From an optimization exercise on the open Yosys and OpenROAD flow, aimed at small area, a short achievable clock period and few clock cycles per item; shortcuts taken in it are not production practice. At most, simulation tests tie the RTL to the original design; equivalence was not proved. Power is estimated from default activity; no workload was simulated.

== rev 12 ==
Design SME, start of the top module:
module SME(clk,reset,chardata,isstring,ispattern,valid,match,match_index);
input clk;
input reset;
input [7:0] chardata;
input isstring;
input ispattern;
output reg match;
output reg [4:0] match_index;
output reg valid;
reg [6:0] s [0:31];    
reg [5:0] len;         
reg       ps;          
reg       pp;          
reg       pc;          
reg [31:0] d;          
reg [2:0] blm1;        
wire [6:0] c = chardata[6:0];
wire is_dot    = (chardata == 8'h2E);
wire is_caret  = (chardata == 8'h5E);
wire is_dollar = (chardata == 8'h24);
integer k;
reg [31:0] eq, sp, startok, endok, prev, dnext;
reg [5:0] waddr;
always @(*) begin
	for (k = 0; k < 32; k = k + 1) begin
		eq[k] = (s[k] == c);
		sp[k] = (s[k] == 7'h20);
	end
	startok[0] = 1'b1;
	for (k = 1; k < 32; k = k + 1) startok[k] = sp[k-1];
	for (k = 0; k < 31; k = k + 1) endok[k] = sp[k+1] | (len == k + 1);
	endok[31] = 1'b1;
	if (!pp)      prev = 32'hFFFFFFFF;
	else if (pc)  prev = startok;
	else          prev = {d[30:0], 1'b0};
	if (is_dollar) dnext = d & endok;
	else           dnext = prev & (eq | {32{is_dot}});
end
reg [4:0] pe;
reg       any;
always @(*) begin
	pe = 5'd0;
	any = 1'b0;
	for (k = 31; k >= 0; k = k - 1)
		if (d[k]) begin
			pe = k;
			any = 1'b1;
		end
end
always @(posedge clk) begin
	if (isstring)
		for (k = 0; k < 32; k = k + 1)
			if ((ps ? len[4:0] : 5'd0) == k)
				s[k] <= c;
	if (ispattern && !(!pp && is_caret)) begin
		d <= dnext;
		if (!is_dollar)
			blm1 <= (!pp || pc) ? 3'd0 : blm1 + 3'd1;
	end
	match <= any && ({1'b0, pe} < len);
	match_index <= pe - {2'b00, blm1};
end
always @(posedge clk or posedge reset) begin
	if (reset) begin
  ...
==> module SME, before the edit <==
module SME(clk,reset,chardata,isstring,ispattern,valid,match,match_index);
input clk;
input reset;
input [7:0] chardata;
input isstring;
input ispattern;
output reg match;
output reg [4:0] match_index;
output reg valid;
reg [6:0] s [0:31];    
reg [5:0] len;         
reg       ps;          
reg       pp;          
reg       pc;          
reg [31:0] d;          
reg [2:0] blm1;        
wire [6:0] c = chardata[6:0];
wire is_dot    = (chardata == 8'h2E);
wire is_caret  = (chardata == 8'h5E);
wire is_dollar = (chardata == 8'h24);
integer k;
reg [31:0] eq, sp, startok, endok, prev, dnext;
reg [5:0] waddr;
always @(*) begin
	for (k = 0; k < 32; k = k + 1) begin
		eq[k] = (s[k] == c);
		sp[k] = (s[k] == 7'h20);
	end
	startok[0] = 1'b1;
	for (k = 1; k < 32; k = k + 1) startok[k] = sp[k-1];
	for (k = 0; k < 31; k = k + 1) endok[k] = sp[k+1] | (len == k + 1);
	endok[31] = 1'b1;
	if (!pp)      prev = 32'hFFFFFFFF;
	else if (pc)  prev = startok;
	else          prev = {d[30:0], 1'b0};
	if (is_dollar) dnext = d & endok;
	else           dnext = prev & (eq | {32{is_dot}});
end
reg [4:0] pe;
reg       any;
always @(*) begin
	pe = 5'd0;
	any = 1'b0;
	for (k = 31; k >= 0; k = k - 1)
		if (d[k]) begin
			pe = k;
			any = 1'b1;
		end
end
always @(posedge clk) begin
	if (isstring)
		for (k = 0; k < 32; k = k + 1)
			if ((ps ? len[4:0] : 5'd0) == k)
				s[k] <= c;
	if (ispattern && !(!pp && is_caret)) begin
		d <= dnext;
		if (!is_dollar)
			blm1 <= (!pp || pc) ? 3'd0 : blm1 + 3'd1;
	end
	match <= any && ({1'b0, pe} < len);
	match_index <= pe - {2'b00, blm1};
end
always @(posedge clk or posedge reset) begin
	if (reset) begin
		len <= 6'd0;
		ps <= 1'b0;
		pp <= 1'b0;
		pc <= 1'b0;
		valid <= 1'b0;
	end else begin
		ps <= isstring;
		pp <= ispattern;
		if (isstring)
			len <= (ps ? len : 6'd0) + 6'd1;
		if (ispattern)
			pc <= !pp && is_caret;
		valid <= pp && !ispattern;
	end
end
endmodule
==> flow/config.mk <==
export PLATFORM = sky130hd
export DESIGN_NAME = SME
export DESIGN_NICKNAME = SME
export VERILOG_FILES = /design/flow/design.v
export SDC_FILE = /design/flow/constraint.sdc
export NUM_CORES = 4
export LEC_CHECK = 0
export CAP_MARGIN = 20
export CORE_MARGIN = 2
export CORE_UTILIZATION = 40
export SLEW_MARGIN = 20
==> flow/constraint.sdc <==
create_clock -name core_clock -period 5.0 [get_ports {clk}]
set_input_delay 1.0000 -clock core_clock [delete_from_list [all_inputs] [get_ports {clk}]]
set_output_delay 1.0000 -clock core_clock [all_outputs]
set_load 0.01 [all_outputs]
run.sh (not shown) runs the stock make flow with config.mk's settings and CLKGATE_MAP_FILE= SYNTH_SCRIPT=/design/flow/synth_recipe.tcl, a recipe that flattens the netlist after the stock synthesis.
Testbench counts of rev 12, summed over its fixed seeds: cycles 21,057, items 2,412.
#### Input delta (rev 13 over rev 12)
==> flow/design.v <==
module SME(clk,reset,chardata,isstring,ispattern,valid,match,match_index);
input clk;
input reset;
input [7:0] chardata;
input isstring;
input ispattern;
output reg match;
output reg [4:0] match_index;
output reg valid;
reg [6:0] s [0:31];    
reg [5:0] len;         
reg       ps;          
reg       pp;          
reg       pc;          
reg [31:0] d;          
reg [2:0] blm1;        
wire [6:0] c = chardata[6:0];
wire is_dot    = (chardata == 8'h2E);
wire is_caret  = (chardata == 8'h5E);
wire is_dollar = (chardata == 8'h24);
integer k;
reg [31:0] eq, sp, lenis, mask, startok, endok, prev, dnext;
always @(*) begin
	for (k = 0; k < 32; k = k + 1) begin
		eq[k] = (s[k] == c);
		sp[k] = (s[k] == 7'h20);
		lenis[k] = (len[4:0] == k);
		mask[k] = (len > k);
	end
	startok[0] = 1'b1;
	for (k = 1; k < 32; k = k + 1) startok[k] = sp[k-1];
	for (k = 0; k < 31; k = k + 1) endok[k] = sp[k+1] | lenis[k+1];
	endok[31] = 1'b1;
	if (!pp)      prev = mask;
	else if (pc)  prev = startok & mask;
	else          prev = {d[30:0], 1'b0} & mask;
	dnext = (prev & (eq | {32{is_dot}})) | ({32{is_dollar}} & d & endok);
end
reg [4:0] pe;
always @(*) begin
	pe = 5'd0;
	for (k = 31; k >= 0; k = k - 1)
		if (d[k]) pe = k;
end
always @(posedge clk) begin
	if (isstring)
		for (k = 0; k < 32; k = k + 1)
			if ((ps ? lenis[k] : (k == 0)))
				s[k] <= c;
	d <= dnext;
	if (!is_dollar)
		blm1 <= (!pp || pc) ? 3'd0 : blm1 + 3'd1;
	match <= |d;
	match_index <= pe - {2'b00, blm1};
end
always @(posedge clk or posedge reset) begin
	if (reset) begin
		len <= 6'd0;
		ps <= 1'b0;
		pp <= 1'b0;
		pc <= 1'b0;
		valid <= 1'b0;
	end else begin
		ps <= isstring;
		pp <= ispattern;
		if (isstring)
			len <= (ps ? len : 6'd0) + 6'd1;
		pc <= ispattern && !pp && is_caret;
		valid <= pp && !ispattern;
	end
end
endmodule
==> run notes <==
Relative to rev 12, logic depth of the worst path, buffers included decreased by 6 in rev 13.
The switching power of the nets of rev 13 was inferior to that of rev 12.
Rev 12 → rev 13: area of the die has decreased, via count of the routed design has increased, area of the multi-input gates has increased.
Rev 12 completed end to end with timing, DRC and antenna clean.
Rev 13: full flow OK, the timing, DRC and antenna checks passed
Internal power, rev 13 vs rev 12: up by a few percent
The wire length in rev 12 is 0.924 times that in rev 13.
Sort rev 13 and rev 12 by power desc -> top: rev 13
On maximum cell stage delay along the critical path, the higher figure sits with rev 13, not rev 12.
Max utilization after layout across rev 13 and rev 12: rev 13
Looking only at flip-flop and latch share of the layout cell area, and setting everything else aside, the higher value of rev 13 and rev 12 goes to rev 12.
Testbench counts of rev 13, summed over its fixed seeds: cycles 21,057, items 2,412.

== build 66 ==
Another version of the RTL of SME (not shown whole).
Size: roughly 280 flip-flops, about 19 I/O pins, ~0.013 sq mm of cells after synthesis.
==> module SME, before the edit <==
module SME(clk,reset,chardata,isstring,ispattern,valid,match,match_index);
input clk;
input reset;
input [7:0] chardata;
input isstring;
input ispattern;
output reg match;
output reg [4:0] match_index;
output reg valid;
reg [6:0] s [0:31];    
reg [5:0] len;         
reg       ps;          
reg       pp;          
reg       pc;          
reg [31:0] d;          
reg [2:0] blm1;        
wire [6:0] c = chardata[6:0];
wire is_dot    = (c == 7'h2E);
wire is_caret  = (c == 7'h5E);
wire is_dollar = (c == 7'h24);
integer k;
reg [31:0] eq, sp, lenis, mask, startok, endok, prev, dnext;
always @(*) begin
	for (k = 0; k < 32; k = k + 1) begin
		eq[k] = (s[k] == c);
		sp[k] = !(s[k][6] | (|s[k][4:0]));
		lenis[k] = (len[4:0] == k);
		mask[k] = (len > k);
	end
	startok[0] = 1'b1;
	for (k = 1; k < 32; k = k + 1) startok[k] = sp[k-1];
	for (k = 0; k < 31; k = k + 1) endok[k] = sp[k+1] | lenis[k+1];
	endok[31] = 1'b1;
	prev = (pp ? {d[30:0], pc} : 32'hFFFFFFFF) & mask;
	dnext = (prev & (eq | {32{is_dot}})) | ({32{is_dollar}} & d & endok) |
	        ({32{is_caret && !pp}} & sp);
end
function [2:0] pe8;
	input [7:0] x;
	begin
		if (x[0])      pe8 = 3'd0;
		else if (x[1]) pe8 = 3'd1;
		else if (x[2]) pe8 = 3'd2;
		else if (x[3]) pe8 = 3'd3;
		else if (x[4]) pe8 = 3'd4;
		else if (x[5]) pe8 = 3'd5;
		else if (x[6]) pe8 = 3'd6;
		else           pe8 = 3'd7;
	end
endfunction
reg [3:0] anyg, selg;
reg [4:0] idxg [0:3];
reg [4:0] idx;
reg [3:0] dif;
always @(*) begin
	for (k = 0; k < 4; k = k + 1) begin
		anyg[k] = |d[8*k +: 8];
		dif = {1'b0, pe8(d[8*k +: 8])} - {1'b0, blm1};
		idxg[k] = {k[1:0] - {1'b0, dif[3]}, dif[2:0]};
	end
	selg[0] = anyg[0];
	selg[1] = !anyg[0] && anyg[1];
	selg[2] = !anyg[0] && !anyg[1] && anyg[2];
	selg[3] = !anyg[0] && !anyg[1] && !anyg[2];
	idx = ({5{selg[0]}} & idxg[0]) | ({5{selg[1]}} & idxg[1]) |
	      ({5{selg[2]}} & idxg[2]) | ({5{selg[3]}} & idxg[3]);
end
always @(posedge clk) begin
	if (isstring)
		for (k = 0; k < 32; k = k + 1)
			if ((ps ? lenis[k] : (k == 0)))
				s[k] <= c;
	d <= dnext;
	if (!is_dollar)
		blm1 <= (!pp || pc) ? 3'd0 : blm1 + 3'd1;
	match <= pp && !ispattern && (|anyg);    
	match_index <= idx;
end
always @(posedge clk) begin
	if (isstring)
		len <= (ps ? len : 6'd0) + 6'd1;
	pc <= ispattern && !pp && is_caret;
end
always @(posedge clk or posedge reset) begin
	if (reset) begin
		ps <= 1'b0;
		pp <= 1'b0;
		valid <= 1'b0;
	end else begin
		ps <= isstring;
		pp <= ispattern;
		valid <= pp && !ispattern;
	end
end
endmodule
clock: 5.0 ns
lec_check: 0
cap_margin: 10
core_margin: 2
core_utilization: 40
cts_buf_list: sky130_fd_sc_hd__clkbuf_8
setup_slack_margin: 3.0
slew_margin: 10
standard.sh (not shown) runs the stock make flow with config.mk's settings and CLKGATE_MAP_FILE= SYNTH_SCRIPT=/design/flow/synth_recipe.tcl, a recipe that flattens the netlist after the stock synthesis.
==> flow/flow/run.sh <==
#!/bin/bash
set -euo pipefail
cp config.mk my_config.mk
cat >> my_config.mk <<'EOC'
export CTS_ARGS = -sink_clustering_enable -repair_clock_nets -dont_use_dummy_load -sink_clustering_size 16 -sink_clustering_max_diameter 50 -buf_list {sky130_fd_sc_hd__clkbuf_8}
EOC
sed "s#DESIGN_CONFIG=[^ ]*#DESIGN_CONFIG=$PWD/my_config.mk#" standard.sh > my_standard.sh
bash my_standard.sh > standard.log 2>&1
Edits applied to the flow inputs when going from build 66 to build 23:
diff --git a/flow/design.v b/flow/design.v
--- a/flow/design.v
+++ b/flow/design.v
@@ -73,23 +73,23 @@
 	d <= dnext;
 	if (!is_dollar)
 		blm1 <= (!pp || pc) ? 3'd0 : blm1 + 3'd1;
 	match <= pp && !ispattern && (|anyg);    
 	match_index <= idx;
 end
-always @(posedge clk) begin
-	if (isstring)
-		len <= (ps ? len : 6'd0) + 6'd1;
-	pc <= ispattern && !pp && is_caret;
-end
 always @(posedge clk or posedge reset) begin
 	if (reset) begin
+		len <= 6'd0;
 		ps <= 1'b0;
 		pp <= 1'b0;
+		pc <= 1'b0;
 		valid <= 1'b0;
 	end else begin
 		ps <= isstring;
 		pp <= ispattern;
+		if (isstring)
+			len <= (ps ? len : 6'd0) + 6'd1;
+		pc <= ispattern && !pp && is_caret;
 		valid <= pp && !ispattern;
 	end
 end
 endmodule
==> run notes <==
Post-placement cell area ends up lower on build 66. In build 23 relative to build 66, sum of net half-perimeters after detailed placement had gone down slightly. Between build 23 and build 66, share of flip-flops with an asynchronous set or reset after synthesis is lower for build 66, build 23 comes in above that. Build 66 has higher finished layout cell area than build 23. Build 23 vs build 66, sequential fraction of design power went up by 0.3 points. Build 66 vs build 23, standard cell with the maximum stage delay on the critical path: dfxtp_4 vs fa_1. Re hold slack: build 23 and build 66 aren't equal, and the lower value belongs to build 66. Sequential share of layout area: build 23 > build 66. Lower global placer's final weighted congestion was reported by build 23, not build 66. Est. power | build 23 vs build 66 | build 23 higher. Build 23: distinct cell type count of the synthesized netlist is about 1.6% lower than what build 66 reported. The final non-filler cell total of build 66 and that of build 23 are within noise of each other. Measured against each other, build 23 and build 66 differ in number of instances resized during post-cts repair, the lower figure coming from build 23.
Testbench counts of build 23, summed over its fixed seeds: cycles 21,057, items 2,412.
The RTL of build 66 was laid out without a check of its function.

==> re-timing with driven ports <==
The flow's constraints put no driver on any port. The routed layouts listed below were extracted and timed again, unchanged, in two steps.
Step 1 (the two cells are an assumption about what drives the block):
set clk [get_ports {clk}]
set_driving_cell -lib_cell sky130_fd_sc_hd__clkbuf_16 $clk
set_driving_cell -lib_cell sky130_fd_sc_hd__buf_2 [delete_from_list [all_inputs] $clk]
Step 2 adds t to the input delays and takes it off the output delays; t is the mean of the earliest and latest rising clock arrival at the registers after step 1. Input paths then give back, and output paths get back, about the clock's delay inside the block.
Three values: ideal, step 1, step 2; two values: the first two.
run | t, ns | setup WS [ns] | hold WS [ns] | worst setup path after step 2 | cell pins on the clock port's net
rev 12 | 0.604 | 2.052 / 2.052 / 1.545 | 0.609 / 0.609 / 0.609 | input to register | 1
rev 13 | 0.605 | 1.844 / 1.857 / 1.252 | 0.496 / 0.496 / 0.496 | input to register | 1
build 66 | 0.621 | 2.903 / 2.860 / 2.238 | 0.533 / 0.533 / 0.533 | input to register | 1
build 23 | 0.617 | 2.896 / 2.879 / 2.261 | 0.540 / 0.540 / 0.540 | input to register | 1
After both steps setup and hold are still met in every run listed. For build 66, which loses most, drivers alone change the setup slack by -0.043 ns; drivers and shift together by -0.665 ns.
